Background: an optimization exercise with open tools, aiming at small area. Do not read the settings as production practice.
The RTL was checked by simulation tests, not by an equivalence proof against the original design.
Power and IR drop assume default switching activity.

--- flow/area.script ---
&get -n
&st
&dc2
&dch -f
&nf -a -p -R 100
&st
&dc2
&dch -f
&nf -a -p -R 100
&st
&dc2
&dch -f
&nf -a -p -R 100
&put
topo
dnsize -c
--- flow/run.sh ---
#!/bin/bash
# Layout flow: the standard flow (standard.sh), with two changes:
#  1. synthesis maps the logic with an area-oriented ABC script
#     (flow/area.script) instead of ORFS's speed script; everything else in
#     synthesis, including the flip-flop mapping, is the standard one;
#  2. the port buffers inserted at global placement use the smallest buffer.
# Each tool's output goes to a log file in this folder and to ORFS's logs.
set -euo pipefail
W=$PWD
# synthesis script = synth_recipe.tcl, with the ABC script swapped
{
  echo "proc abc {args} {"
  echo "  set i [lsearch \$args -script]"
  echo "  if {\$i >= 0} { lset args [expr {\$i + 1}] $W/flow/area.script }"
  echo "  yosys abc {*}\$args"
  echo "}"
  cat "$W/synth_recipe.tcl"
} > "$W/area_synth.tcl"
sed "s#SYNTH_SCRIPT=[^ ]*#SYNTH_SCRIPT=$W/area_synth.tcl#" "$W/standard.sh" > "$W/area_standard.sh"
grep -q "SYNTH_SCRIPT=$W/area_synth.tcl" "$W/area_standard.sh"
export BUFFER_PORTS_ARGS="-buffer_cell sky130_fd_sc_hd__buf_1"
bash "$W/area_standard.sh" > "$W/flow.log" 2>&1
--- config.mk ---
export PLATFORM = sky130hd
export DESIGN_NAME = endeavour
export DESIGN_NICKNAME = endeavour
export VERILOG_FILES = /design/flow/design.v
export SDC_FILE = /design/flow/constraint.sdc
export NUM_CORES = 4
export LEC_CHECK = 0
export CAP_MARGIN = 20
export CORE_MARGIN = 2
export CORE_UTILIZATION = 50
export CTS_BUF_LIST = sky130_fd_sc_hd__clkbuf_8
export SLEW_MARGIN = 20
--- design.v ---
`default_nettype none
`timescale 1ns/1ps
module dffe_nbit_t #( parameter 
		      W=6,      
		      PU=6'b0   
		      ) 
    (
     input  wire         rstb,    
     input  wire         clk,     
     input  wire         ena,     
     input  wire [W-1:0] d,       
     output wire [W-1:0] q,       
     output wire         serOut   
     ); 
    reg [W-1:0] SRa;   
    reg [W-1:0] SRb;   
    reg [W-1:0] SRc;   
    assign q = (SRa & SRb) | (SRa & SRc) | (SRb & SRc);
    assign serOut = |((SRa ^ SRb) | (SRa ^ SRc) | (SRb ^ SRc));
    always @(posedge clk, negedge rstb) begin
	if (!rstb) begin
	    SRa <= PU;
	    SRb <= PU;
	    SRc <= PU;
	end else if (ena) begin
            SRa <= d;
            SRb <= d;
            SRc <= d;
	end else begin
	    SRa <= q;   
	    SRb <= q;   
	    SRc <= q;   
	end
    end
endmodule  
`default_nettype none
`timescale 1ns/1ps
module endeavour
  (
   input  wire         hardrstb,
   input  wire         softrstb,
   input  wire         clk,
   input  wire [4:0]   chipid_pads,
   input  wire [19:0]  efuse_chipid,
   output wire         do_efuse_load,
   input  wire         serialin,
   output wire         serialout,
   output wire         serialout_en,
   output wire         wstrobe,
   output wire         rstrobe,
   output wire         rshift,
   output wire [7:0]   addr,
   output wire [31:0]  wdata,
   input  wire [255:0] rdata
   );
    wire rstb = softrstb && hardrstb;
    localparam [4:0]
      START=5'd0, QUIESCENT=5'd1, WAIT_FIRSTBIT=5'd2, HIGH_BLIP=5'd3,
      HIGH_DIT=5'd4, HIGH_DMZ=5'd5, HIGH_DAH=5'd6, GOT_BIT=5'd7,
      BITGAP=5'd8, WAIT_NEXTBIT=5'd9, REALIGN=5'd10, EOT=5'd11,
      WRCMD=5'd12, SETIDCMD=5'd13, PRE_REPLY=5'd14, RDCMD=5'd15,
      RDCMD1=5'd16, RDCMD2=5'd17, RDCMD3=5'd18, RDCMD4=5'd19,
      RDCMD5=5'd20, START2=5'd21, REPLY=5'd22, REPLYLOOP=5'd23,
      SEND_DIT=5'd24, SEND_DAH=5'd25, SEND_BITGAP=5'd26, EFUSECMD=5'd27,
      EOFQUIET=5'd28, ERROR=5'd29, ERROR_EFL=5'd30, QUIESCENT2=5'd31;
    reg [4:0] fsm, fsm_d;
    reg [4:0] commid_n;    
    wire [4:0] commid = ~commid_n;
    reg       commid_known, commid_frozen;
    reg [4:0] din_sync;
    reg       din;
    always @(posedge clk or negedge rstb) begin
        if (!rstb) begin
            din_sync <= 5'b0;
            din      <= 1'b0;
        end else begin
            din_sync <= {din_sync[3:0], serialin};
            din      <= (din_sync[4] & din_sync[2]) |
                        (din_sync[4] & din_sync[3]) |
                        (din_sync[3] & din_sync[2]);
        end
    end
    wire st_dit   = (fsm == HIGH_DIT);
    wire st_dah   = (fsm == HIGH_DAH);
    wire got      = (st_dit | st_dah) & !din;    
    wire st_real  = (fsm == REALIGN);
    wire st_rd4   = (fsm == RDCMD4);
    wire st_rloop = (fsm == REPLYLOOP);
    reg [7:0] ticks;
    reg       ticks_keep;
    always @(posedge clk) begin
        if (ticks_keep) ticks <= ticks + 1'b1;
        else            ticks <= 8'd0;
    end
    reg  [5:0] bitcount;
    wire bc56 = bitcount[5] & bitcount[4] & bitcount[3];        
    wire bc57 = bc56 & bitcount[0];                             
    always @(posedge clk) begin
        if (fsm == WAIT_FIRSTBIT || fsm == REPLY)
            bitcount <= 6'd0;
        else if (got || st_real || st_rloop)
            bitcount <= bitcount + 1'b1;
    end
    reg [7:0] rdaddr;
    wire [7:0]  rsel1 = 8'd1 << rdaddr[2:0];
    wire [7:0]  rsel2 = 8'd1 << rdaddr[5:3];
    wire [31:0] rgrp1;
    wire [3:0]  rgrp2;
    genvar gi;
    generate for (gi = 0; gi < 32; gi = gi + 1) begin : RG1
        assign rgrp1[gi] = |(rdata[gi*8 +: 8] & rsel1);
    end endgenerate
    generate for (gi = 0; gi < 4; gi = gi + 1) begin : RG2
        assign rgrp2[gi] = |(rgrp1[gi*8 +: 8] & rsel2);
    end endgenerate
    wire rdat = rgrp2[rdaddr[7:6]];
    wire word_shift = got | (st_real & !bc56);
    wire in_bit = st_dah;
    wire k_lt3  = (bitcount[5:2] == 4'd0) && !(bitcount[1] && bitcount[0]);
    wire k_ge8  = |bitcount[5:3];
    wire k_lt48 = !(bitcount[5] && bitcount[4]);
    wire k_3    = (bitcount == 6'd3);
    reg [2:0] cmd;
    always @(posedge clk) begin
        if (word_shift && k_lt3) cmd <= {cmd[1:0], in_bit};
    end
    reg idm, id1;   
    wire [2:0] idpos = 3'd7 - bitcount[2:0];    
    wire commid_bit = commid[idpos];
    always @(posedge clk) begin
        if (word_shift && !k_lt3 && !k_ge8) begin
            idm <= (idm || k_3) && (in_bit == commid_bit);
            id1 <= (id1 || k_3) && in_bit;
        end
    end
    reg  [39:0] sreg;
    wire hdr_phase = !bitcount[5] && !bitcount[4];
    wire sreg_shift = (word_shift && k_ge8 && k_lt48) ||
                      (st_rd4 && !ticks[5]) || (st_rloop && !hdr_phase);
    wire sreg_in = (st_rd4 & rdat) | in_bit;
    always @(posedge clk) begin
        if (sreg_shift) sreg <= {sreg[38:0], sreg_in};
    end
    reg [7:0] crcacc;
    always @(posedge clk) begin
        if (word_shift)
            crcacc <= {crcacc[6:0], (crcacc[7] & k_ge8) ^ in_bit};
    end
    wire [19:0] efuseid = sreg[27:8];
    wire [4:0]  padid   = sreg[4:0];
    wire crcok = (crcacc == 8'd0);
    wire id_match = commid_known && idm;
    wire efid_ones = (efuseid == 20'hfffff);
    wire pad_ones  = (padid == 5'b11111);
    wire setid_match = !commid_frozen &&
         ((efuseid == efuse_chipid && pad_ones) ||
          (efid_ones && padid == chipid_pads));
    wire newid_ones = (sreg[36:32] == 5'b11111);
    wire efuseload_match = efid_ones && newid_ones && pad_ones;
    wire setid_fixed = cmd == 3'b110 && id1 && sreg[39:37] == 3'b111 &&
                       sreg[31:28] == 4'b1111 && sreg[7:5] == 3'b111;
    wire len_ok = ticks[6:0] == {1'b1, !cmd[1], !cmd[1] & !cmd[0],
                                 !cmd[1] & cmd[0], 3'b010};
    wire acc_efuse = cmd == 3'b110 && len_ok && efuseload_match && crcok;
    wire acc_setid = cmd == 3'b110 && len_ok && setid_match && crcok;
    wire acc_wr    = cmd == 3'b111 && len_ok && id_match && crcok;
    wire acc_rd    = cmd[2:1] == 2'b10 && len_ok && id_match;
    wire rlong = !cmd[1];
    reg [2:0] seqnum;
    always @(posedge clk or negedge rstb) begin
        if (!rstb)
            seqnum <= 3'd0;
        else if (fsm == EOT && (acc_efuse | acc_setid | acc_wr | acc_rd))
            seqnum <= seqnum + 1'b1;
    end
    always @(posedge clk or negedge rstb) begin
        if (!rstb)
            rdaddr <= 8'd0;
        else if (fsm == RDCMD)
            rdaddr <= cmd[0] ? sreg[39:32] : rdaddr + 8'd1;
    end
    always @(posedge clk or negedge hardrstb) begin
        if (!hardrstb) begin
            commid_n      <= 5'b00000;
            commid_known  <= 1'b0;
            commid_frozen <= 1'b0;
        end else if (fsm == SETIDCMD && setid_fixed) begin
            commid_n      <= ~sreg[36:32];
            commid_known  <= 1'b1;
            commid_frozen <= 1'b1;
        end else if (fsm == EFUSECMD && setid_fixed && newid_ones)
        begin
            commid_frozen <= 1'b0;
        end
    end
    wire rfirst  = (fsm == REPLY) ||
                   ((fsm == SEND_BITGAP || fsm == REPLYLOOP) && bitcount == 6'd0);
    wire rd_mode = (fsm == RDCMD3) || (fsm == RDCMD4) || (fsm == RDCMD5) ||
                   ((fsm == PRE_REPLY || rfirst) && rlong);
    wire wr_mode = rfirst && !rlong && cmd[0];
    assign addr  = rd_mode ? rdaddr : (wr_mode ? sreg[39:32] : 8'd0);
    assign wdata = wr_mode ? sreg[31:0] : 32'd0;
    assign wstrobe = wr_mode && fsm == SEND_BITGAP && ticks[4:0] == 5'd0;
    assign rstrobe = (fsm == RDCMD3);
    assign rshift  = (fsm == RDCMD4) || (fsm == RDCMD5);
    assign do_efuse_load = (fsm == ERROR_EFL);
    wire [15:0] hdr = {commid, seqnum, rdaddr};
    wire rbit = hdr_phase ? hdr[~bitcount[3:0]] : sreg[31];
    wire rdone = rlong ? (bitcount[5] & bitcount[4]) : bitcount[3];
    reg dout;
    always @(posedge clk or negedge rstb) begin
        if (!rstb) dout <= 1'b0;
        else       dout <= (fsm == SEND_DIT) || (fsm == SEND_DAH);
    end
    assign serialout    = dout;
    assign serialout_en = (fsm == SEND_BITGAP) || (fsm == REPLYLOOP) ||
                          (fsm == SEND_DIT) || (fsm == SEND_DAH) ||
                          (fsm == EOFQUIET) || (fsm == START2);
    always @(posedge clk or negedge rstb) begin
        if (!rstb) fsm <= START;
        else       fsm <= fsm_d;
    end
    always @(*) begin
        fsm_d = START;
        ticks_keep = 1'b0;
        case (fsm)
          START, START2: fsm_d = din ? START : QUIESCENT;
          QUIESCENT: begin
              ticks_keep = 1'b1;
              if (din)            fsm_d = START;
              else if (&ticks)    fsm_d = QUIESCENT2;
              else                fsm_d = QUIESCENT;
          end
          QUIESCENT2:    fsm_d = din ? START : WAIT_FIRSTBIT;
          WAIT_FIRSTBIT: fsm_d = din ? HIGH_BLIP : WAIT_FIRSTBIT;
          HIGH_BLIP: begin
              ticks_keep = !ticks[2];
              if (!din)           fsm_d = ERROR;
              else if (ticks[2])  fsm_d = HIGH_DIT;
              else                fsm_d = HIGH_BLIP;
          end
          HIGH_DIT: begin
              ticks_keep = !ticks[4];
              if (!din)           fsm_d = GOT_BIT;
              else if (ticks[4])  fsm_d = HIGH_DMZ;
              else                fsm_d = HIGH_DIT;
          end
          HIGH_DMZ: begin
              ticks_keep = !ticks[2];
              if (!din)           fsm_d = ERROR;
              else if (ticks[2])  fsm_d = HIGH_DAH;
              else                fsm_d = HIGH_DMZ;
          end
          HIGH_DAH: begin
              ticks_keep = 1'b1;
              if (!din)                     fsm_d = GOT_BIT;
              else if (ticks[6] & ticks[5]) fsm_d = ERROR;
              else                          fsm_d = HIGH_DAH;
          end
          GOT_BIT:       fsm_d = din ? ERROR : BITGAP;
          BITGAP: begin
              ticks_keep = !ticks[3];
              if (din)            fsm_d = ERROR;
              else if (ticks[3])  fsm_d = WAIT_NEXTBIT;
              else                fsm_d = BITGAP;
          end
          WAIT_NEXTBIT: begin
              ticks_keep = !din;
              if (bc57)           fsm_d = ERROR;
              else if (din)       fsm_d = HIGH_BLIP;
              else if (ticks[6])  fsm_d = REALIGN;
              else                fsm_d = WAIT_NEXTBIT;
          end
          REALIGN: begin
              ticks_keep = 1'b1;
              fsm_d = bc56 ? EOT : REALIGN;
          end
          EOT: begin
              if (acc_efuse)      fsm_d = EFUSECMD;
              else if (acc_setid) fsm_d = SETIDCMD;
              else if (acc_wr)    fsm_d = WRCMD;
              else if (acc_rd)    fsm_d = RDCMD;
              else                fsm_d = ERROR;
          end
          WRCMD:         fsm_d = REPLY;
          SETIDCMD:      fsm_d = setid_fixed ? PRE_REPLY : ERROR;
          PRE_REPLY:     fsm_d = REPLY;
          RDCMD:         fsm_d = RDCMD1;
          RDCMD1:        fsm_d = RDCMD2;
          RDCMD2:        fsm_d = RDCMD3;
          RDCMD3:        fsm_d = RDCMD4;
          RDCMD4: begin
              ticks_keep = 1'b1;
              fsm_d = ticks[5] ? RDCMD5 : RDCMD4;
          end
          RDCMD5:        fsm_d = PRE_REPLY;
          REPLY:         fsm_d = SEND_BITGAP;
          REPLYLOOP: begin
              if (rdone)          fsm_d = EOFQUIET;
              else if (rbit)      fsm_d = SEND_DAH;
              else                fsm_d = SEND_DIT;
          end
          EOFQUIET: begin
              ticks_keep = 1'b1;
              fsm_d = (ticks[6] & ticks[5]) ? START2 : EOFQUIET;
          end
          SEND_DIT: begin
              ticks_keep = !ticks[3];
              fsm_d = ticks[3] ? SEND_BITGAP : SEND_DIT;
          end
          SEND_DAH: begin
              ticks_keep = !(ticks[5] & ticks[4]);
              fsm_d = (ticks[5] & ticks[4]) ? SEND_BITGAP : SEND_DAH;
          end
          SEND_BITGAP: begin
              ticks_keep = 1'b1;
              fsm_d = ticks[4] ? REPLYLOOP : SEND_BITGAP;
          end
          EFUSECMD:
              fsm_d = (setid_fixed && newid_ones) ?
                      ERROR_EFL : ERROR;
        endcase
    end
endmodule
`default_nettype wire
--- standard.sh ---
#!/bin/bash
# synth_recipe.tcl (not shown) runs the flow's synth.tcl, then flattens the netlist and writes it again
# the make line also repeats each setting of config.mk as NAME=value (left out here)
make -C /OpenROAD-flow-scripts/flow DESIGN_CONFIG=/design/flow/config.mk WORK_HOME=/design/flow/orfs CLKGATE_MAP_FILE= SYNTH_SCRIPT=/design/flow/synth_recipe.tcl "${@:-finish}"
--- constraint.sdc ---
create_clock -name core_clock -period 10.0 [get_ports {clk}]
set_input_delay 2.0000 -clock core_clock [delete_from_list [all_inputs] [get_ports {clk}]]
set_output_delay 2.0000 -clock core_clock [all_outputs]
set_load 0.01 [all_outputs]
==> results of run 1 <==
==> cells by family (layout without fill, tap and decap cells) <==
kind of cell,count (synthesis),after routing
simple gates,286,286
flops,97,97
buf+inv,21,377
other cells,0,1
xor+xnor,32,32
compound gates,230,230
fa+ha+maj,13,13
mux,7,7
==> power by group <==
| part | switching [mW] | internal, mW |
|---|---|---|
| registers | 0.00180 | 0.418 |
| clock network | 0.148 | 0.116 |
| logic | 0.0304 | 0.0337 |
==> worst register-to-register path: cells and delay by family (launching register included) <==
family | cells | cell delay (ps)
adders and majority gates | 1 | 250
buffers and inverters | 2 | 470
DFF | 1 | 510
and+or+nand+nor | 2 | 290
AOI/OAI and AO/OA | 6 | 2040
==> flip-flops by register name, indices dropped and copies added, names as in the netlist, 3 cells and up <==
signal    cells
commid_n      5
rdaddr        8
sreg         40
cmd           3
bitcount      6
din_sync      5
fsm           5
ticks         8
seqnum        3
crcacc        8
==> worst max-delay path by stage <==
stage                      start       to  slack (ps)  cells after the start
after floorplan           fsm[2]  wstrobe        5320                      8
after detailed placement  fsm[2]  wstrobe        4550                      9
final                     fsm[2]  addr[3]        4330                     10
after global routing      fsm[2]  addr[1]        4010                     10
after CTS                 fsm[2]  wstrobe        4120                      9
after global placement    fsm[2]  wstrobe        4610                      9
==> final cells by class <==
class | instances | area share, %
repair buffers | 340 | 16.1
inverters | 21 | 0.969
clock inverters | 7 | 0.892
clock buffers | 9 | 1.52
well taps | 172 | 2.65
flip-flops and latches | 97 | 32.2
diodes | 1 | 0.0308
multi-input cells | 568 | 45.6
==> through the flow <==
| step | instance area, um^2 | utilization, % | total power, mW | setup slack, ps |
|---|---|---|---|---|
| floorplan | 6400 | - | 0.442 | 5320 |
| global placement | 7940 | 63.1 | 0.491 | 4610 |
| detailed placement | 7940 | 63.1 | 0.492 | 4550 |
| CTS | 8130 | 64.7 | 0.748 | 4120 |
| global route | 8140 | 64.7 | 0.776 | 4010 |
| finish | 8140 | 64.7 | 0.748 | 4330 |
==> metal layers <==
metal / up-vias / GRT usage [%] / share of wire (%)
met3: 89 / 7.88 / 11
li1: 3543 / - / -
met4: 4 / 18.5 / 5.0
met5: - / 0 / 0.098
met1: 3648 / 49.9 / 37
met2: 561 / 67.2 / 47
==> cell usage in the layout (no fill, tap or decap), types with 12 or more instances in the layout <==
cell type | Yosys | routed
nand4_1 | 16 | 16
nor3_1 | 21 | 21
edfxtp_1 | 53 | 53
ha_1 | 12 | 12
buf_1 | 0 | 330
a21oi_1 | 34 | 34
nor4_1 | 14 | 14
clkinv_1 | 21 | 21
a22oi_1 | 33 | 33
xnor2_1 | 13 | 13
dfrtp_1 | 30 | 30
xor2_1 | 19 | 19
nand2_1 | 52 | 52
o21ai_0 | 31 | 30
a31oi_1 | 19 | 19
nor2_1 | 63 | 63
and2_0 | 39 | 36
dfxtp_1 | 14 | 14
a222oi_1 | 66 | 66
nand3_1 | 41 | 41
==> impl_metrics.csv, run 1 <==
group,metric,value,unit
place,finalWeightedCongestion,0.993,
clock_network,cts_hold_repair.buffers,0,
clock_network,htree_levels,3,
floorplan,pin_count,331,
global_routing,grt_max_degree,42,
sta,timing_max_transition_violations_final,0,
power_and_ir_drop,leakage,2.71,nW
clock_network,cts-resized-gates,0,
setup_path,crit_family,"compound AO/OA/AOI/OAI gates",
yosys,postSynthRegisterBits,97,
global_routing,grt_pass1_wl,40.3,mm
sta,worst_clock_skew,20.7,ps
yosys,yosys-mux-area-fraction,1.13,%
sta,endpoints_failing_hold,0,
clock_network,post-cts-setup-buffers,0,
setup_path,rr_startpoint,"rdaddr[0]",
sta,totalNegativeSetupSlack,0,ps
clock_network,tritoncts,"built",
yosys,synth_top_family_by_area,"compound AO/OA/AOI/OAI gates",
floorplan,core_area,12600,um^2
setup_path,critical_path_required_time,8000,ps
floorplan,floorplan.initialDensity,50.9,%
drt,detailedRoute.firstPassIterationCount,10,
clock_network,numCtsBuffers,9,
place,numPortBuffers,330,
drt,first_iter_violations,1076,
setup_path,endpoint_arrival_time_on_the_critical_path,3670,ps
place,dp_hpwl,21.4,mm
yosys,yosys.area.top_type_share,24.9,%
setup_path,cp_max_fo,8,
yosys,synth_top_cells_by_area,"edfxtp_1 25%, dfrtp_1 12%, a222oi_1 10%, dfxtp_1 4.4%, a22oi_1 3.9%",
yosys,synth-seq-area-share,41.0,%
setup_path,rrSetupSlack,6180,ps
finish,final_cell_count_no_fill,1215,
sta,worst_margin_pin_slew,1080,ps
clock_network,cts.reportedPaths.clkPinSlew,110,ps
setup_path,slowest_delay,810,ps
setup_path,setup.worst_path.class,"reg2out",
sta,fmaxAchievable,176,MHz
setup_path,rr_worst_depth,11,
setup_path,timing.rr.end,"sreg[0]",
clock_network,cts.sinks,97,
place,cell_total_after_placement,1198,
hold_path,worst_hold_path.num_cells,0,
yosys,synth_edf_count,53,
power_and_ir_drop,vdd.ir_drop.worst,67.5,uV
floorplan,std_cell_rows,41,
yosys,synthesis.area,6400,um^2
yosys,postSynth.asyncResetShare,30.9,%
status,run_status,"finished clean",
sta,timing.hold.ws,366,ps
finish,multi_input_combinational_cell_area,3710,um^2
sta,final_min_period_over_clock_period,56.7,%
drt,routed_wire_length_per_instance,22.7,um
drt,drtAntennaViolNets,0,
setup_path,critical_path.most_common_cell,"nor2_1",
sta,grt_setup_unrepaired,"no",
drt,post-route-drc-count,0,
global_routing,grt-ovfl-total,0,
finish,fill_cells,1134,
setup_path,path_cells,"clkinv_1 > nor2_1 > nand2_1 > nor2_1 > nor2_1 > o22ai_1 > a21oi_1 > o21ai_1 > a22o_1 > buf_1",
power_and_ir_drop,powerDensity,92.0,nW/um^2
yosys,synth_compound_gate_area_share,27.2,%
job,timing.max_cap.violations,0,
yosys,synth-simple-area-share,22.6,%
yosys,synth.cells.most_frequent,"66 x a222oi_1, 63 x nor2_1, 53 x edfxtp_1",
sta,fin_crit,5670,ps
setup_path,critPathLaunchType,"flip-flop",
floorplan,die_height,117,um
sta,finalSetupViolCount,0,
yosys,yosysMostFrequentCell,"a222oi_1",
global_routing,grtUsageTotal,40.0,%
setup_path,timing.critical_path.to_type,"output port",
global_routing,grt_pass1_vias,7338,
setup_path,crit_buf_inv,2,
yosys,count_of_unique_library_cells_instantiated_by_yosys,49,
clock_network,cts_root_buf,"clkbuf_8",
finish,number_of_nets_at_the_end_of_the_flow,1334,
finish,syn_to_final_growth,27.2,%
hold_path,hold_class,"reg2reg",
yosys,area_leader_netlist,"edfxtp_1",
yosys,yosysWarnings,1,
finish,final-seq-area,2620,um^2
sta,timing.max_slew.rel_slack,27.1,%
yosys,synth_fp_nets,983,
drt,route.vias.total,7845,
setup_path,critPathSlowestCell,"o21ai_1",
drt,route.final.wire_length,27.6,mm
clock_network,cts.path.max_buffers,2,
hold_path,hold_end,"din_sync[1]",
hold_path,hp-start,"din_sync[0]",
yosys,yosys_most_used_dff,"edfxtp_1",
drt,viasPerCell,6.46,
clock_network,clkLatencyLatePin,380,ps
yosys,synthXorXnorAreaFrac,4.38,%
global_routing,grt_antenna_before_repair,4,
yosys,post_synth.cell_area_avg,9.33,um^2
yosys,synth_adder_area_share,2.50,%
yosys,synthCells,686,
floorplan,die_w,117,um
finish,final_layout_size_suffix_gt1_share,2.88,%
floorplan,floorplan.die_area,13700,um^2
==> run 2, diff against run 1 <==
--- a/flow/run.sh
+++ b/flow/run.sh
@@ -3,7 +3,8 @@
 #  1. synthesis maps the logic with an area-oriented ABC script
 #     (flow/area.script) instead of ORFS's speed script; everything else in
 #     synthesis, including the flip-flop mapping, is the standard one;
-#  2. the port buffers inserted at global placement use the smallest buffer.
+#  2. the port buffers inserted at global placement use the smallest buffer;
+#  3. clock tree synthesis inserts no dummy (balancing) loads.
 # Each tool's output goes to a log file in this folder and to ORFS's logs.
 set -euo pipefail
 W=$PWD
@@ -19,4 +20,5 @@
 sed "s#SYNTH_SCRIPT=[^ ]*#SYNTH_SCRIPT=$W/area_synth.tcl#" "$W/standard.sh" > "$W/area_standard.sh"
 grep -q "SYNTH_SCRIPT=$W/area_synth.tcl" "$W/area_standard.sh"
 export BUFFER_PORTS_ARGS="-buffer_cell sky130_fd_sc_hd__buf_1"
+export CTS_ARGS="-sink_clustering_enable -repair_clock_nets -dont_use_dummy_load -buf_list sky130_fd_sc_hd__clkbuf_8"
 bash "$W/area_standard.sh" > "$W/flow.log" 2>&1
--- a/config.mk
+++ b/config.mk
@@ -8,5 +8,4 @@
 export CAP_MARGIN = 20
 export CORE_MARGIN = 2
 export CORE_UTILIZATION = 50
-export CTS_BUF_LIST = sky130_fd_sc_hd__clkbuf_8
 export SLEW_MARGIN = 20
==> run 2 against run 1 <==
  * Combinational power about the same
  * Hold slack improved by 9.2 ps
  * Register-to-register slack got worse by 100 ps
  * Synthesized cell count unchanged
  * Via count decreased by 0.15%
  * Clock power decreased by about 20%
  * Highest routed layer unchanged
  * Sequential share of layout area increased by 0.29 points
  * Global-route usage about the same
  * Sequential power about the same
  * Routed wire length decreased by 0.16%
  * Largest power group unchanged
  * Design area decreased by 0.89%
  * Still clean on timing, DRC and antenna
  * Critical endpoint is now addr[6]
==> impl_metrics.csv, run 2 <==
group,metric,value,unit
status,run_status,"finished clean",
setup_path,setup.worst_path.class,"reg2out",
yosys,synth_fp_nets,983,
yosys,post_synth.cell_area_avg,9.33,um^2
finish,final_util,64.2,%
yosys,yosysWarnings,1,
hold_path,hold_class,"reg2reg",
finish,number_of_nets_at_the_end_of_the_flow,1334,
drt,detailedRoute.firstPassIterationCount,10,
global_routing,grt-ovfl-total,0,
place,finalWeightedCongestion,0.993,
floorplan,std_cell_rows,41,
yosys,synthesis.area,6400,um^2
setup_path,slowest_delay,830,ps
global_routing,grt_pass1_vias,7317,
clock_network,cts_hold_repair.buffers,0,
floorplan,floorplan.initialDensity,50.9,%
clock_network,tritoncts,"built",
yosys,synth_edf_count,53,
power_and_ir_drop,share_clk_of_total_power,30.2,%
finish,final_cell_area,8060,um^2
sta,finalSetupViolCount,0,
yosys,postSynthRegisterBits,97,
setup_path,critical_path.most_common_cell,"nor2_1",
floorplan,floorplan.die_area,13700,um^2
place,cell_total_after_placement,1198,
place,numPortBuffers,330,
drt,first_iter_violations,1016,
yosys,count_of_unique_library_cells_instantiated_by_yosys,49,
yosys,synthCells,686,
clock_network,cts.path.max_buffers,2,
clock_network,post-cts-setup-buffers,0,
yosys,yosys.area.top_type_share,24.9,%
setup_path,cp_max_fo,8,
setup_path,crit_buf_inv,2,
power_and_ir_drop,vdd.ir_drop.worst,66.2,uV
power_and_ir_drop,power,694,uW
floorplan,die_height,117,um
yosys,synth-seq-area-share,41.0,%
clock_network,cts.sinks,97,
finish,register_name_with_the_most_flops,"sreg",
yosys,synth.cells.most_frequent,"66 x a222oi_1, 63 x nor2_1, 53 x edfxtp_1",
setup_path,critPathLaunchType,"flip-flop",
yosys,synth_top_cells_by_area,"edfxtp_1 25%, dfrtp_1 12%, a222oi_1 10%, dfxtp_1 4.4%, a22oi_1 3.9%",
clock_network,cts_root_buf,"clkbuf_8",
setup_path,critPathSlowestCell,"o21ai_1",
clock_network,htree_levels,3,
sta,fin_crit,5710,ps
drt,routed_wire_length_per_instance,22.8,um
yosys,yosysMostFrequentCell,"a222oi_1",
finish,fill_cells,1146,
clock_network,cts-resized-gates,0,
finish,final-seq-area,2620,um^2
global_routing,grt_max_degree,42,
finish,final_layout_size_suffix_gt1_share,2.32,%
finish,most-common-layout-cells,"330 x buf_1, 66 x a222oi_1, 63 x nor2_1",
setup_path,path_cells,"clkinv_1 > nor2_1 > nand2_1 > nor2_1 > nor2_1 > o22ai_1 > a21oi_1 > o21ai_1 > a22o_1 > buf_1",
floorplan,pin_count,331,
sta,timing_max_transition_violations_final,0,
clock_network,numCtsBuffers,9,
power_and_ir_drop,power.switching_fraction,23.2,%
drt,drtAntennaViolNets,0,
sta,final_min_period_over_clock_period,57.1,%
place,place_ws,4550,ps
sta,timing.hold.ws,375,ps
sta,endpoints_failing_hold,0,
drt,post-route-drc-count,0,
floorplan,core_area,12600,um^2
yosys,area_leader_netlist,"edfxtp_1",
place,post_dp_cell_area,7940,um^2
drt,route.final.wire_length,27.6,mm
power_and_ir_drop,power.internal,533,uW
sta,grt_setup_unrepaired,"no",
job,timing.max_cap.violations,0,
finish,largest_register_ff_count,40,
global_routing,grt_pass1_wl,40.3,mm
finish,multi_input_combinational_cell_area,3710,um^2
power_and_ir_drop,pwr-share-seq,60.5,%
sta,setup_ws,4290,ps
finish,layout.cells.most_common,"buf_1",
finish,syn_to_final_growth,26.0,%
sta,timing.max_slew.rel_slack,28.2,%
power_and_ir_drop,powerDensity,86.1,nW/um^2
sta,worst_clock_skew,25.2,ps
sta,fmaxAchievable,175,MHz
power_and_ir_drop,switching_power,161,uW
sta,totalNegativeSetupSlack,0,ps
floorplan,die_w,117,um
sta,worst_margin_pin_slew,1070,ps
setup_path,endpoint_arrival_time_on_the_critical_path,3710,ps
yosys,postSynth.asyncResetShare,30.9,%
power_and_ir_drop,leakage,2.67,nW
clock_network,cts.reportedPaths.clkPinSlew,100,ps
yosys,yosys_most_used_dff,"edfxtp_1",
finish,final_cell_count_no_fill,1208,
clock_network,clkLatencyLatePin,370,ps
global_routing,grtUsageTotal,40.0,%
power_and_ir_drop,power.combinational.fraction,9.2,%
setup_path,crit_family,"compound AO/OA/AOI/OAI gates",
place,dp_hpwl,21.4,mm
setup_path,timing.critical_path.to_type,"output port",
drt,route.vias.total,7833,
drt,viasPerCell,6.48,
setup_path,critical_path_required_time,8000,ps
global_routing,grt_antenna_before_repair,2,
==> run 2: cell count changes in the layout (fill, tap and decap cells not counted), sizes merged <==
cell	change
clkinv	-3
bufinv	-1
inv	-2
clkinvlp	-1
==> run 2: layout make-up <==
cell class	count	share of cell area (%)
multi-input combinational	568	46.0
sequential	97	32.5
timing repair buffer	340	16.3
tap	172	2.67
clock buffer	9	1.54
inverter	21	0.978
antenna	1	0.0310
==> run 2: metal layers <==
layer / global-route usage [%] / part of all wire [%] / vias up
met5: 0 / 0.069 / -
met4: 17.4 / 4.5 / 2
met3: 6.69 / 10 / 87
met2: 67.6 / 48 / 569
met1: 50.9 / 38 / 3643
li1: - / - / 3532
==> run 2: worst paths after layout <==
check,startpoint,to,slack [ps],cells past startpoint
setup / recovery,fsm[2],addr[6],4290,10
hold / removal,din_sync[1],din_sync[2],380,0
setup reg to reg,rdaddr[0],sreg[0],6080,11
hold reg to reg,din_sync[1],din_sync[2],380,0
max in group asynchronous,hardrstb,rdaddr[3],7320,3
min in group asynchronous,softrstb,dout,1520,2
==> run 2: cells by family after synthesis <==
family / after synthesis / synth area share, %
XOR/XNOR: 32 / 4.38
buffers and inverters: 21 / 1.23
adder cells (fa/ha/maj): 13 / 2.50
multiplexers: 7 / 1.13
AND/OR/NAND/NOR: 286 / 22.6
flip-flops: 97 / 41.0
AO/OA/AOI/OAI: 230 / 27.2
==> run 2: power groups by stage <==
stage               clock (mW)  sequential (mW)  combinational (mW)
detailed placement           0            0.429              0.0627
finish                   0.210            0.420              0.0642
global placement             0            0.429              0.0617
floorplan                    0            0.428              0.0141
CTS                      0.209            0.420              0.0632
global route             0.227            0.420              0.0717
==> run 3, diff against run 2 <==
--- a/flow/run.sh
+++ b/flow/run.sh
@@ -1,5 +1,5 @@
 #!/bin/bash
-# Layout flow: the standard flow (standard.sh), with two changes:
+# Layout flow: the standard flow (standard.sh), with three changes:
 #  1. synthesis maps the logic with an area-oriented ABC script
 #     (flow/area.script) instead of ORFS's speed script; everything else in
 #     synthesis, including the flip-flop mapping, is the standard one;
==> run 3 against run 2 <==
  * Clock power barely moved
  * Global-route usage did not move
  * Maximum frequency did not move
  * Die area did not move
  * Sequential share of layout area did not move
  * Routed wire length did not move
  * Largest cell class unchanged
==> impl_metrics.csv, run 3 <==
group,metric,value,unit
status,run_status,"finished clean",
yosys,yosys_most_used_dff,"edfxtp_1",
clock_network,htree_levels,3,
clock_network,cts_root_buf,"clkbuf_8",
floorplan,pin_count,331,
clock_network,cts-resized-gates,0,
yosys,post_synth.cell_area_avg,9.33,um^2
yosys,synthCells,686,
global_routing,grtUsageTotal,40.0,%
floorplan,std_cell_rows,41,
place,numPortBuffers,330,
yosys,postSynth.asyncResetShare,30.9,%
place,cell_total_after_placement,1198,
setup_path,cp_max_fo,8,
sta,final_min_period_over_clock_period,57.1,%
power_and_ir_drop,powerDensity,86.1,nW/um^2
setup_path,timing.critical_path.to_type,"output port",
sta,timing.max_slew.rel_slack,28.2,%
yosys,yosysMostFrequentCell,"a222oi_1",
setup_path,critical_path.most_common_cell,"nor2_1",
yosys,yosys.area.top_type_share,24.9,%
clock_network,numCtsBuffers,9,
clock_network,tritoncts,"built",
power_and_ir_drop,pwr-share-seq,60.5,%
drt,route.final.wire_length,27.6,mm
sta,timing.hold.ws,375,ps
finish,final_layout_size_suffix_gt1_share,2.32,%
place,dp_hpwl,21.4,mm
yosys,count_of_unique_library_cells_instantiated_by_yosys,49,
clock_network,cts.path.max_buffers,2,
setup_path,critPathSlowestCell,"o21ai_1",
finish,most-common-layout-cells,"330 x buf_1, 66 x a222oi_1, 63 x nor2_1",
yosys,yosysWarnings,1,
job,timing.max_cap.violations,0,
global_routing,grt_max_degree,42,
yosys,synth_edf_count,53,
yosys,synth_top_cells_by_area,"edfxtp_1 25%, dfrtp_1 12%, a222oi_1 10%, dfxtp_1 4.4%, a22oi_1 3.9%",
sta,fmaxAchievable,175,MHz
global_routing,grt_pass1_vias,7317,
finish,layout.cells.most_common,"buf_1",
power_and_ir_drop,share_clk_of_total_power,30.2,%
finish,register_name_with_the_most_flops,"sreg",
finish,final_cell_count_no_fill,1208,
power_and_ir_drop,power.internal,533,uW
clock_network,clkLatencyLatePin,370,ps
power_and_ir_drop,leakage,2.67,nW
sta,worst_margin_pin_slew,1070,ps
power_and_ir_drop,switching_power,161,uW
drt,routed_wire_length_per_instance,22.8,um
sta,grt_setup_unrepaired,"no",
drt,drtAntennaViolNets,0,
sta,worst_clock_skew,25.2,ps
setup_path,critPathLaunchType,"flip-flop",
setup_path,crit_family,"compound AO/OA/AOI/OAI gates",
finish,number_of_nets_at_the_end_of_the_flow,1334,
finish,syn_to_final_growth,26.0,%
yosys,area_leader_netlist,"edfxtp_1",
setup_path,endpoint_arrival_time_on_the_critical_path,3710,ps
power_and_ir_drop,vdd.ir_drop.worst,66.2,uV
sta,finalSetupViolCount,0,
power_and_ir_drop,power.combinational.fraction,9.2,%
drt,route.vias.total,7833,
drt,viasPerCell,6.48,
clock_network,post-cts-setup-buffers,0,
sta,timing_max_transition_violations_final,0,
drt,first_iter_violations,1016,
yosys,postSynthRegisterBits,97,
floorplan,floorplan.initialDensity,50.9,%
yosys,synth.cells.most_frequent,"66 x a222oi_1, 63 x nor2_1, 53 x edfxtp_1",
place,finalWeightedCongestion,0.993,
floorplan,core_area,12600,um^2
floorplan,floorplan.die_area,13700,um^2
yosys,synthesis.area,6400,um^2
drt,post-route-drc-count,0,
floorplan,die_w,117,um
yosys,synth_fp_nets,983,
global_routing,grt_antenna_before_repair,2,
setup_path,slowest_delay,830,ps
drt,detailedRoute.firstPassIterationCount,10,
sta,setup_ws,4290,ps
global_routing,grt-ovfl-total,0,
setup_path,crit_buf_inv,2,
yosys,synth-seq-area-share,41.0,%
global_routing,grt_pass1_wl,40.3,mm
clock_network,cts.sinks,97,
place,place_ws,4550,ps
power_and_ir_drop,power,694,uW
floorplan,die_height,117,um
sta,endpoints_failing_hold,0,
power_and_ir_drop,power.switching_fraction,23.2,%
clock_network,cts.reportedPaths.clkPinSlew,100,ps
clock_network,cts_hold_repair.buffers,0,
setup_path,setup.worst_path.class,"reg2out",
setup_path,critical_path_required_time,8000,ps
sta,fin_crit,5710,ps
sta,totalNegativeSetupSlack,0,ps
setup_path,path_cells,"clkinv_1 > nor2_1 > nand2_1 > nor2_1 > nor2_1 > o22ai_1 > a21oi_1 > o21ai_1 > a22o_1 > buf_1",
finish,largest_register_ff_count,40,
hold_path,hold_class,"reg2reg",
run 3: cell counts after synthesis:
No cell type changed its count.
run 3: per-stage QoR:
stage	instance area, um^2	util [%]
3_3_place_gp	7940	63.1
4_1_cts	8060	64.1
2_1_floorplan	6400	-
3_5_place_dp	7940	63.1
5_1_grt	8060	64.2
6_report	8060	64.2
run 3: layout make-up:
| class | count | area (um^2) |
|---|---|---|
| Antenna cell | 1 | 2.50 |
| Clock buffer | 9 | 124 |
| Fill cell | 1146 | 4510 |
| Inverter | 21 | 78.8 |
| Multi-Input combinational cell | 568 | 3710 |
| Sequential cell | 97 | 2620 |
| Tap cell | 172 | 215 |
| Timing Repair Buffer | 340 | 1310 |
run 3: cell families (layout without fill, tap and decap cells):
kind of cell               after synthesis  count (layout)  share of synthesized area (%)
and+or+nand+nor                        286             286                           22.6
xor gates and xnor gates                32              32                           4.38
adders and majority gates               13              13                           2.50
other                                    0               1                              0
muxes                                    7               7                           1.13
AOI/OAI and AO/OA                      230             230                           27.2
DFF                                     97              97                           41.0
buffers and inverters                   21             370                           1.23
run 3: power groups by stage:
stage	clock (mW)	sequential (mW)	combinational, mW
2_1_floorplan	0	0.428	0.0141
6_report	0.210	0.420	0.0642
3_3_place_gp	0	0.429	0.0617
3_5_place_dp	0	0.429	0.0627
4_1_cts	0.209	0.420	0.0632
5_1_grt	0.227	0.420	0.0717
run 3: per-layer routing:
layer	up-vias	part of all wire, %	track usage (%)
li1	3532	-	-
met1	3643	38	50.9
met2	569	48	67.6
met3	87	10	6.69
met4	2	4.5	17.4
met5	-	0.069	0
run 3: path summary, 6_finish.rpt:
check | start | to | slack [ps] | cells after the start
setup / recovery | fsm[2] | addr[6] | 4290 | 10
hold / removal | din_sync[1] | din_sync[2] | 380 | 0
setup reg to reg | rdaddr[0] | sreg[0] | 6080 | 11
hold reg to reg | din_sync[1] | din_sync[2] | 380 | 0
max in group asynchronous | hardrstb | rdaddr[3] | 7320 | 3
min in group asynchronous | softrstb | dout | 1520 | 2
==> run 4, diff against run 3 <==
--- a/config.mk
+++ b/config.mk
@@ -5,7 +5,7 @@
 export SDC_FILE = /design/flow/constraint.sdc
 export NUM_CORES = 4
 export LEC_CHECK = 0
-export CAP_MARGIN = 20
+export CAP_MARGIN = 0
 export CORE_MARGIN = 2
 export CORE_UTILIZATION = 50
-export SLEW_MARGIN = 20
+export SLEW_MARGIN = 0
==> run 4 against run 3 <==
  * Count of clock-buffer cells in the layout unchanged
  * Synthesized cell count unchanged
  * Clock power hardly changed
  * Flip-flop and latch count stayed put
  * Hold slack about the same
  * Still clean
==> impl_metrics.csv, run 4 <==
group,metric,value,unit
setup_path,critPathSlowestCell,"and3_1",
finish,register_name_with_the_most_flops,"sreg",
power_and_ir_drop,powerDensity,85.9,nW/um^2
sta,worst_margin_pin_slew,1240,ps
finish,syn_to_final_growth,26.1,%
yosys,synth.cells.most_frequent,"66 x a222oi_1, 63 x nor2_1, 53 x edfxtp_1",
floorplan,floorplan.die_area,13700,um^2
sta,totalNegativeSetupSlack,0,ps
yosys,yosys_most_used_dff,"edfxtp_1",
yosys,count_of_unique_library_cells_instantiated_by_yosys,49,
setup_path,timing.critical_path.to_type,"output port",
sta,fmaxAchievable,169,MHz
power_and_ir_drop,power.internal,533,uW
drt,drtAntennaViolNets,0,
clock_network,cts_hold_repair.buffers,0,
yosys,postSynthRegisterBits,97,
yosys,synth_top_cells_by_area,"edfxtp_1 25%, dfrtp_1 12%, a222oi_1 10%, dfxtp_1 4.4%, a22oi_1 3.9%",
clock_network,clkLatencyLatePin,370,ps
sta,grt_setup_unrepaired,"no",
place,dp_hpwl,21.4,mm
power_and_ir_drop,vdd.ir_drop.worst,66.3,uV
finish,number_of_nets_at_the_end_of_the_flow,1334,
place,finalWeightedCongestion,0.993,
sta,finalSetupViolCount,0,
setup_path,crit_family,"simple AND/OR/NAND/NOR gates",
floorplan,std_cell_rows,41,
yosys,synth-seq-area-share,41.0,%
place,numPortBuffers,330,
clock_network,tritoncts,"built",
setup_path,timing.rr.end,"sreg[0]",
yosys,area_leader_netlist,"edfxtp_1",
power_and_ir_drop,share_clk_of_total_power,30.0,%
setup_path,rr_worst_depth,11,
sta,fin_crit,5920,ps
floorplan,core_area,12600,um^2
global_routing,grt_pass1_vias,7317,
yosys,synthCells,686,
power_and_ir_drop,switching_power,159,uW
setup_path,slowest_delay,1010,ps
power_and_ir_drop,leakage,2.67,nW
setup_path,rrSetupSlack,6100,ps
clock_network,cts-resized-gates,0,
setup_path,critical_path_required_time,8000,ps
sta,final_min_period_over_clock_period,59.2,%
finish,final_cell_area,8060,um^2
place,place_ws,4550,ps
yosys,post_synth.cell_area_avg,9.33,um^2
power_and_ir_drop,power.combinational.fraction,9.3,%
sta,timing_max_transition_violations_final,0,
drt,viasPerCell,6.53,
yosys,yosys.area.top_type_share,24.9,%
job,timing.max_cap.violations,0,
drt,post-route-drc-count,0,
global_routing,grtUsageTotal,40.0,%
global_routing,grt_pass1_wl,40.3,mm
yosys,yosysMostFrequentCell,"a222oi_1",
hold_path,hold_class,"reg2reg",
finish,final_layout_size_suffix_gt1_share,2.22,%
setup_path,cp_max_fo,41,
finish,largest_register_ff_count,40,
yosys,synth_fp_nets,983,
setup_path,path_cells,"clkinv_1 > nor2_1 > nand2_1 > nor2_1 > nor2_1 > o22ai_1 > and3_1 > nor4bb_1 > buf_1",
clock_network,htree_levels,3,
floorplan,pin_count,331,
power_and_ir_drop,power.switching_fraction,23.0,%
global_routing,grt-ovfl-total,0,
clock_network,cts.reportedPaths.clkPinSlew,100,ps
floorplan,die_height,117,um
drt,routed_wire_length_per_instance,22.8,um
setup_path,critPathLaunchType,"flip-flop",
setup_path,crit_buf_inv,2,
place,post_dp_cell_area,7940,um^2
hold_path,hold_end,"din_sync[2]",
sta,setup_ws,4080,ps
clock_network,cts_root_buf,"clkbuf_8",
hold_path,worst_hold_path.num_cells,0,
hold_path,hp-start,"din_sync[1]",
drt,route.final.wire_length,27.6,mm
yosys,synth_edf_count,53,
yosys,postSynth.asyncResetShare,30.9,%
drt,first_iter_violations,1055,
yosys,yosysWarnings,1,
floorplan,die_w,117,um
setup_path,setup.worst_path.class,"reg2out",
clock_network,cts.path.max_buffers,2,
finish,final_util,64.2,%
power_and_ir_drop,power,692,uW
clock_network,post-cts-setup-buffers,0,
finish,layout.cells.most_common,"buf_1",
yosys,synthesis.area,6400,um^2
setup_path,rr_startpoint,"rdaddr[0]",
clock_network,cts.sinks,97,
global_routing,grt_max_degree,42,
global_routing,grt_antenna_before_repair,2,
drt,route.vias.total,7900,
clock_network,numCtsBuffers,9,
sta,timing.max_slew.rel_slack,17.6,%
drt,detailedRoute.firstPassIterationCount,12,
sta,worst_clock_skew,25.4,ps
setup_path,endpoint_arrival_time_on_the_critical_path,3920,ps
power_and_ir_drop,pwr-share-seq,60.7,%
setup_path,critical_path.most_common_cell,"nor2_1",
sta,endpoints_failing_hold,0,
floorplan,floorplan.initialDensity,50.9,%
finish,most-common-layout-cells,"330 x buf_1, 66 x a222oi_1, 63 x nor2_1",
status,run_status,"finished clean",
run 4: cell counts after synthesis:
No cell type changed its count.
run 4: worst max-delay path by stage:
stage               to  cells after the start  startpoint  slack, ps
6_report       wstrobe                      9      fsm[2]       4080
5_1_grt        wstrobe                      9      fsm[2]       3580
4_1_cts        wstrobe                      9      fsm[2]       4140
3_5_place_dp   wstrobe                      9      fsm[2]       4550
3_3_place_gp   wstrobe                      9      fsm[2]       4610
2_1_floorplan  wstrobe                      8      fsm[2]       5320
run 4: metrics by stage:
step / cells / hold WS (ps)
floorplan: 686 / 331
global placement: 1198 / 335
detailed placement: 1198 / 342
CTS: 1207 / 375
global route: 1208 / 382
finish: 1209 / 375
run 4: layout make-up:
cell class / instances / area, um^2
multi-input combinational: 568 / 3700
antenna: 2 / 5.00
clock buffer: 9 / 124
sequential: 97 / 2620
fill: 1142 / 4500
inverter: 21 / 78.8
timing repair buffer: 340 / 1310
tap: 172 / 215
run 4: kinds of logic (layout without fill, tap and decap cells):
family / after synthesis / after routing / share of synthesized area [%]
simple gates: 286 / 286 / 22.6
compound gates: 230 / 230 / 27.2
flops: 97 / 97 / 41.0
xor+xnor: 32 / 32 / 4.38
buf+inv: 21 / 370 / 1.23
fa+ha+maj: 13 / 13 / 2.50
mux: 7 / 7 / 1.13
other cells: 0 / 2 / 0
run 4: power by group through the flow:
stage / registers, mW / clock network, mW / logic [mW]
final: 0.420 / 0.208 / 0.0642
after global routing: 0.420 / 0.227 / 0.0717
after CTS: 0.420 / 0.209 / 0.0632
after detailed placement: 0.429 / 0 / 0.0627
after global placement: 0.429 / 0 / 0.0617
after floorplan: 0.428 / 0 / 0.0141
run 4: routing by layer:
layer | wire, um | global-route usage, % | up-vias
met5 | 13 | 0 | -
met4 | 1290 | 17.4 | 2
met3 | 3300 | 6.69 | 92
met2 | 13000 | 67.6 | 625
met1 | 9950 | 50.9 | 3648
li1 | - | - | 3533
==> run 5, diff against run 4 <==
--- a/design.v
+++ b/design.v
@@ -133,13 +133,14 @@
             id1 <= (id1 || k_3) && in_bit;
         end
     end
-    reg  [39:0] sreg;
+    reg  [39:0] sreg_n;    
+    wire [39:0] sreg = ~sreg_n;
     wire hdr_phase = !bitcount[5] && !bitcount[4];
     wire sreg_shift = (word_shift && k_ge8 && k_lt48) ||
                       (st_rd4 && !ticks[5]) || (st_rloop && !hdr_phase);
     wire sreg_in = (st_rd4 & rdat) | in_bit;
     always @(posedge clk) begin
-        if (sreg_shift) sreg <= {sreg[38:0], sreg_in};
+        if (sreg_shift) sreg_n <= {sreg_n[38:0], !sreg_in};
     end
     reg [7:0] crcacc;
     always @(posedge clk) begin
==> flow/run.sh (replaced) <==
#!/bin/bash
# Layout flow: the standard flow (standard.sh), with three changes:
#  1. synthesis maps the logic with area-oriented ABC scripts
#     (flow/abc_*.script, via flow/abc_multi.tcl: each script is tried and
#     the smallest mapping is kept) instead of ORFS's speed script;
#     everything else in synthesis, including the flip-flop mapping, is the
#     standard one;
#  2. the port buffers inserted at global placement use the smallest buffer;
#  3. clock tree synthesis inserts no dummy (balancing) loads.
# Each tool's output goes to a log file in this folder and to ORFS's logs.
set -euo pipefail
W=$PWD
export ABC_SCRIPTS="$(ls "$W"/flow/abc_*.script | tr '\n' ' ')"
# synthesis script = synth_recipe.tcl, with yosys's abc command replaced
cat "$W/flow/abc_multi.tcl" "$W/synth_recipe.tcl" > "$W/area_synth.tcl"
sed "s#SYNTH_SCRIPT=[^ ]*#SYNTH_SCRIPT=$W/area_synth.tcl#" "$W/standard.sh" > "$W/area_standard.sh"
grep -q "SYNTH_SCRIPT=$W/area_synth.tcl" "$W/area_standard.sh"
export BUFFER_PORTS_ARGS="-buffer_cell sky130_fd_sc_hd__buf_1"
export CTS_ARGS="-sink_clustering_enable -repair_clock_nets -dont_use_dummy_load -buf_list sky130_fd_sc_hd__clkbuf_8"
bash "$W/area_standard.sh" > "$W/flow.log" 2>&1
==> flow/abc_multi.tcl (new file) <==
# Replaces yosys's abc command: maps the logic once with each ABC script in
# ABC_SCRIPTS and keeps the mapping with the smallest cell area.
proc abc {args} {
  set lib ""
  set i [lsearch $args -liberty]
  if {$i >= 0} { set lib [lindex $args [expr {$i + 1}]] }
  set si [lsearch $args -script]
  yosys design -save abc_pre
  set best_area 1e18
  set best_script ""
  foreach s $::env(ABC_SCRIPTS) {
    yosys design -load abc_pre
    set a $args
    lset a [expr {$si + 1}] $s
    yosys abc {*}$a
    set f $::env(OBJECTS_DIR)/abc_area.txt
    yosys tee -q -o $f stat -liberty $lib
    set fh [open $f r]; set txt [read $fh]; close $fh
    regexp {Chip area for module[^:]*: ([0-9.]+)} $txt -> area
    puts "ABC script $s: area $area"
    if {$area < $best_area} {
      set best_area $area
      set best_script $s
      yosys design -save abc_best
    }
  }
  puts "ABC: keeping the mapping of $best_script (area $best_area)"
  yosys design -load abc_best
}
==> flow/abc_s7.script (new file) <==
&get -n
&st
&dch -f
&nf -a -R 50
&st
&dch -f
&nf -a -R 50
&st
&dch -f
&nf -a -R 50
&put
topo
dnsize -c
==> flow/abc_t1.script (new file) <==
&get -n
&st
&dch -f
&nf -a -p -R 100
&st
&dch -f
&nf -a -p -R 100
&st
&dch -f
&nf -a -p -R 100
&put
topo
dnsize -c
==> flow/abc_u2.script (new file) <==
&get -n
&st
&dc2
&dch -f
&nf -a -p -R 100
&st
&dc2
&dch -f
&nf -a -p -R 100
&st
&dc2
&dch -f
&nf -a -p -R 100
&put
topo
dnsize -c
==> flow/abc_u4.script (new file) <==
&get -n
&st
&dc2
&dch -f
&nf -a -p -R 100
&st
&dc2
&dch -f
&nf -a -p -R 100
&st
&dc2
&dch -f
&nf -a -p -R 100
&st
&dc2
&dch -f
&nf -a -p -R 100
&st
&dc2
&dch -f
&nf -a -p -R 100
&put
topo
dnsize -c
==> flow/abc_u6.script (new file) <==
&get -n
&st
&dc2
&dc2
&dch -f
&nf -a -p -R 100
&st
&dc2
&dc2
&dch -f
&nf -a -p -R 100
&st
&dc2
&dc2
&dch -f
&nf -a -p -R 100
&put
topo
dnsize -c
--- a/config.mk
+++ b/config.mk
@@ -5,7 +5,7 @@
 export SDC_FILE = /design/flow/constraint.sdc
 export NUM_CORES = 4
 export LEC_CHECK = 0
-export CAP_MARGIN = 0
+export CAP_MARGIN = 20
 export CORE_MARGIN = 2
 export CORE_UTILIZATION = 50
-export SLEW_MARGIN = 0
+export SLEW_MARGIN = 20
removed: flow/area.script
==> run 5 against run 4 <==
  * Still clean
  * Clock skew increased by 2.9 ps
  * Maximum frequency grew 9.8%
  * Routed wire length up 8.4%
  * Sequential power grew 46%
  * Count of clock-buffer cells in the layout is the same
  * Non-clock buffer count grew 3
  * Critical path type unchanged
  * Register-to-register slack about the same
  * Total power up 140%
  * Critical endpoint is now addr[1]
  * Critical path depth increased by 2
==> impl_metrics.csv, run 5 <==
group,metric,value,unit
yosys,post_synth.cell_area_avg,9.34,um^2
sta,worst_margin_pin_slew,1120,ps
clock_network,post-cts-setup-buffers,0,
yosys,synth.cells.most_frequent,"103 x nor2_1, 63 x a222oi_1, 53 x edfxtp_1",
place,dp_hpwl,23.4,mm
yosys,area_leader_netlist,"edfxtp_1",
setup_path,rr_startpoint,"rdaddr[0]",
drt,routed_wire_length_per_instance,24.8,um
drt,detailedRoute.firstPassIterationCount,11,
hold_path,hold_class,"reg2reg",
drt,drtAntennaViolNets,0,
power_and_ir_drop,leakage,2.63,nW
yosys,synth_fp_nets,974,
global_routing,grt-ovfl-total,0,
sta,setup_ws,4610,ps
finish,final_layout_size_suffix_gt1_share,2.82,%
clock_network,htree_levels,3,
sta,totalNegativeSetupSlack,0,ps
setup_path,rrSetupSlack,6110,ps
yosys,count_of_unique_library_cells_instantiated_by_yosys,50,
yosys,yosysMostFrequentCell,"nor2_1",
clock_network,tritoncts,"built",
sta,final_min_period_over_clock_period,53.9,%
setup_path,crit_buf_inv,1,
setup_path,critPathLaunchType,"flip-flop",
clock_network,numCtsBuffers,9,
finish,layout.cells.most_common,"buf_1",
power_and_ir_drop,powerDensity,205,nW/um^2
sta,fmaxAchievable,185,MHz
clock_network,cts.reportedPaths.clkPinSlew,80,ps
floorplan,floorplan.die_area,13600,um^2
sta,fin_crit,5390,ps
finish,number_of_nets_at_the_end_of_the_flow,1328,
yosys,postSynth.asyncResetShare,30.9,%
status,run_status,"finished clean",
sta,grt_setup_unrepaired,"no",
yosys,yosysWarnings,1,
drt,viasPerCell,6.78,
yosys,postSynthRegisterBits,97,
place,cell_total_after_placement,1192,
finish,register_name_with_the_most_flops,"sreg_n",
setup_path,startpoint,"fsm[0]",
setup_path,critPathSlowestCell,"o21ai_0",
setup_path,critical_path_required_time,8000,ps
global_routing,grt_max_degree,41,
setup_path,endpoint_arrival_time_on_the_critical_path,3390,ps
global_routing,grt_antenna_before_repair,6,
sta,finalSetupViolCount,0,
place,finalWeightedCongestion,1.03,
sta,timing.max_slew.rel_slack,24.3,%
hold_path,worst_hold_path.num_cells,0,
finish,most-common-layout-cells,"330 x buf_1, 103 x nor2_1, 63 x a222oi_1",
floorplan,pin_count,331,
clock_network,clkLatencyLatePin,380,ps
setup_path,cp_max_fo,16,
setup_path,path_depth,11,
place,numPortBuffers,330,
sta,timing_max_transition_violations_final,0,
clock_network,cts-resized-gates,0,
drt,post-route-drc-count,0,
finish,final_cell_count_no_fill,1207,
power_and_ir_drop,vdd.ir_drop.worst,120,uV
floorplan,die_height,116,um
global_routing,grtUsageTotal,42.2,%
clock_network,cts_hold_repair.buffers,0,
global_routing,grt_pass1_wl,41.6,mm
setup_path,setup.worst_path.class,"reg2out",
clock_network,cts_root_buf,"clkbuf_8",
drt,first_iter_violations,1542,
yosys,yosys.area.top_type_share,25.2,%
setup_path,path_cells,"nand2b_1 > nor2_1 > nand2_1 > nand2_1 > nand3_1 > o21ai_0 > nor2_1 > o21ai_0 > nand2_1 > o21ai_0 > buf_1",
global_routing,grt_pass1_vias,7073,
job,timing.max_cap.violations,0,
yosys,synth_edf_count,53,
finish,final_cell_area,8040,um^2
finish,largest_register_ff_count,40,
floorplan,std_cell_rows,41,
drt,route.vias.total,8178,
clock_network,cts.path.max_buffers,2,
yosys,synthesis.area,6320,um^2
setup_path,rr_worst_depth,11,
clock_network,cts.sinks,97,
yosys,synth_top_cells_by_area,"edfxtp_1 25%, dfrtp_1 12%, a222oi_1 10%, nor2_1 6.1%, dfxtp_1 4.4%",
yosys,synth-seq-area-share,41.5,%
floorplan,die_w,116,um
sta,endpoints_failing_hold,0,
finish,syn_to_final_growth,27.1,%
setup_path,critical_path.endpoint,"addr[1]",
finish,final_util,64.5,%
setup_path,timing.rr.end,"sreg_n[0]",
yosys,synthCells,677,
drt,route.final.wire_length,29.9,mm
setup_path,slowest_delay,870,ps
floorplan,floorplan.initialDensity,50.7,%
place,place_ws,5210,ps
place,post_dp_cell_area,7900,um^2
setup_path,crit_family,"simple AND/OR/NAND/NOR gates",
setup_path,timing.critical_path.to_type,"output port",
floorplan,core_area,12500,um^2
sta,worst_clock_skew,28.3,ps
yosys,yosys_most_used_dff,"edfxtp_1",
==> run 5: cell count changes in the layout (fill, tap and decap cells not counted), moves of 7 or more <==
cell      change
nand4_1       -9
nor4_1        +7
clkinv_1      -7
a31oi_1       +7
nand3_1      -13
a22o_1        -8
and2_0       -30
nor2_1       +40
==> run 5: power by group <==
group          internal, mW  leakage [nW]  switching [mW]
Sequential            0.488         0.984           0.123
Combinational         0.298          1.59           0.531
Clock                0.0810        0.0647           0.125
Total                 0.867          2.63           0.779
==> run 5: metal layers <==
metal | part of all wire (%) | global-route usage (%) | vias up | wire length, um
met5 | 0.27 | 4.81 | - | 82
met4 | 3.5 | 14.4 | 2 | 1050
met3 | 14 | 13.2 | 111 | 4160
met2 | 45 | 64.8 | 678 | 13500
met1 | 37 | 56.6 | 3885 | 11100
li1 | - | - | 3502 | -
==> run 5: stage by stage <==
step	total power [mW]	hold slack (ps)
after CTS	1.61	368
after detailed placement	1.41	337
after global placement	1.42	348
after global routing	1.73	371
final	1.65	368
after floorplan	1.07	331
==> run 5: worst min-delay path by stage <==
stage,start,endpoint,slack (ps)
after floorplan,din_sync[0],din_sync[1],330
after global placement,din_sync[0],din_sync[1],350
after detailed placement,din_sync[1],din_sync[2],340
after CTS,din_sync[1],din_sync[2],370
after global routing,din_sync[1],din_sync[2],370
final,din_sync[0],din_sync[1],370
==> run 5: area by class of cell <==
type,count,area (um^2)
antenna,6,15.0
clock buffer,9,124
fill,1174,4430
inverter,14,52.6
multi-input combinational,566,3670
sequential,97,2620
tap,172,215
timing repair buffer,343,1340
==> run 5: kinds of logic (layout without fill, tap and decap cells) <==
group | after synthesis | in the layout | share of synthesized area (%)
xor gates and xnor gates | 31 | 31 | 4.30
AOI/OAI and AO/OA | 225 | 225 | 27.0
adders and majority gates | 13 | 13 | 2.53
buffers and inverters | 14 | 366 | 0.831
other | 0 | 6 | 0
DFF | 97 | 97 | 41.5
muxes | 11 | 11 | 2.24
and+or+nand+nor | 286 | 286 | 21.6
==> run 5: worst reg2reg max path, cell delays in order, from the launching register on <==
cell and delay, ps:
dfrtp_1 530, clkinv_1 280, ha_1 290, and2_1 280
buf_4 290, a222oi_1 760, a31oi_1 200, a2111oi_0 320
nand2_1 140, nor4_1 190, o32ai_1 190, a31oi_1 260

## port drivers added, routing unchanged
In the flow no input, the clock included, has a driving cell. The finished layouts below were timed again as built, in two steps. Step 1 (the two cells are an assumption about what drives the block):
set clk [get_ports {clk}]
set_driving_cell -lib_cell sky130_fd_sc_hd__clkbuf_16 $clk
set_driving_cell -lib_cell sky130_fd_sc_hd__buf_2 [delete_from_list [all_inputs] $clk]
Step 2 adds t to the input delays and takes it off the output delays; t is the mean of the earliest and latest rising clock arrival at the registers after step 1. Input paths then give back, and output paths get back, about the clock's delay inside the block. Three values: ideal ports, drivers, drivers and shift; two values: the first two.
run	t, ns	setup slack, ns	worst hold slack (ns)	worst setup path at the end	cell pins on the clock port's net
run 1	0.406	4.329 / 4.293 / 4.699	0.366 / 0.366 / 0.366	register to output	1
run 2	0.397	4.289 / 4.255 / 4.652	0.375 / 0.375 / 0.375	register to output	1
run 3	0.397	4.289 / 4.255 / 4.652	0.375 / 0.375 / 0.375	register to output	1
run 4	0.393	4.080 / 4.045 / 4.438	0.375 / 0.375 / 0.375	register to output	1
run 5	0.405	4.607 / 4.570 / 4.975	0.368 / 0.368 / 0.368	register to output	1
After both steps every run listed still meets setup and hold.
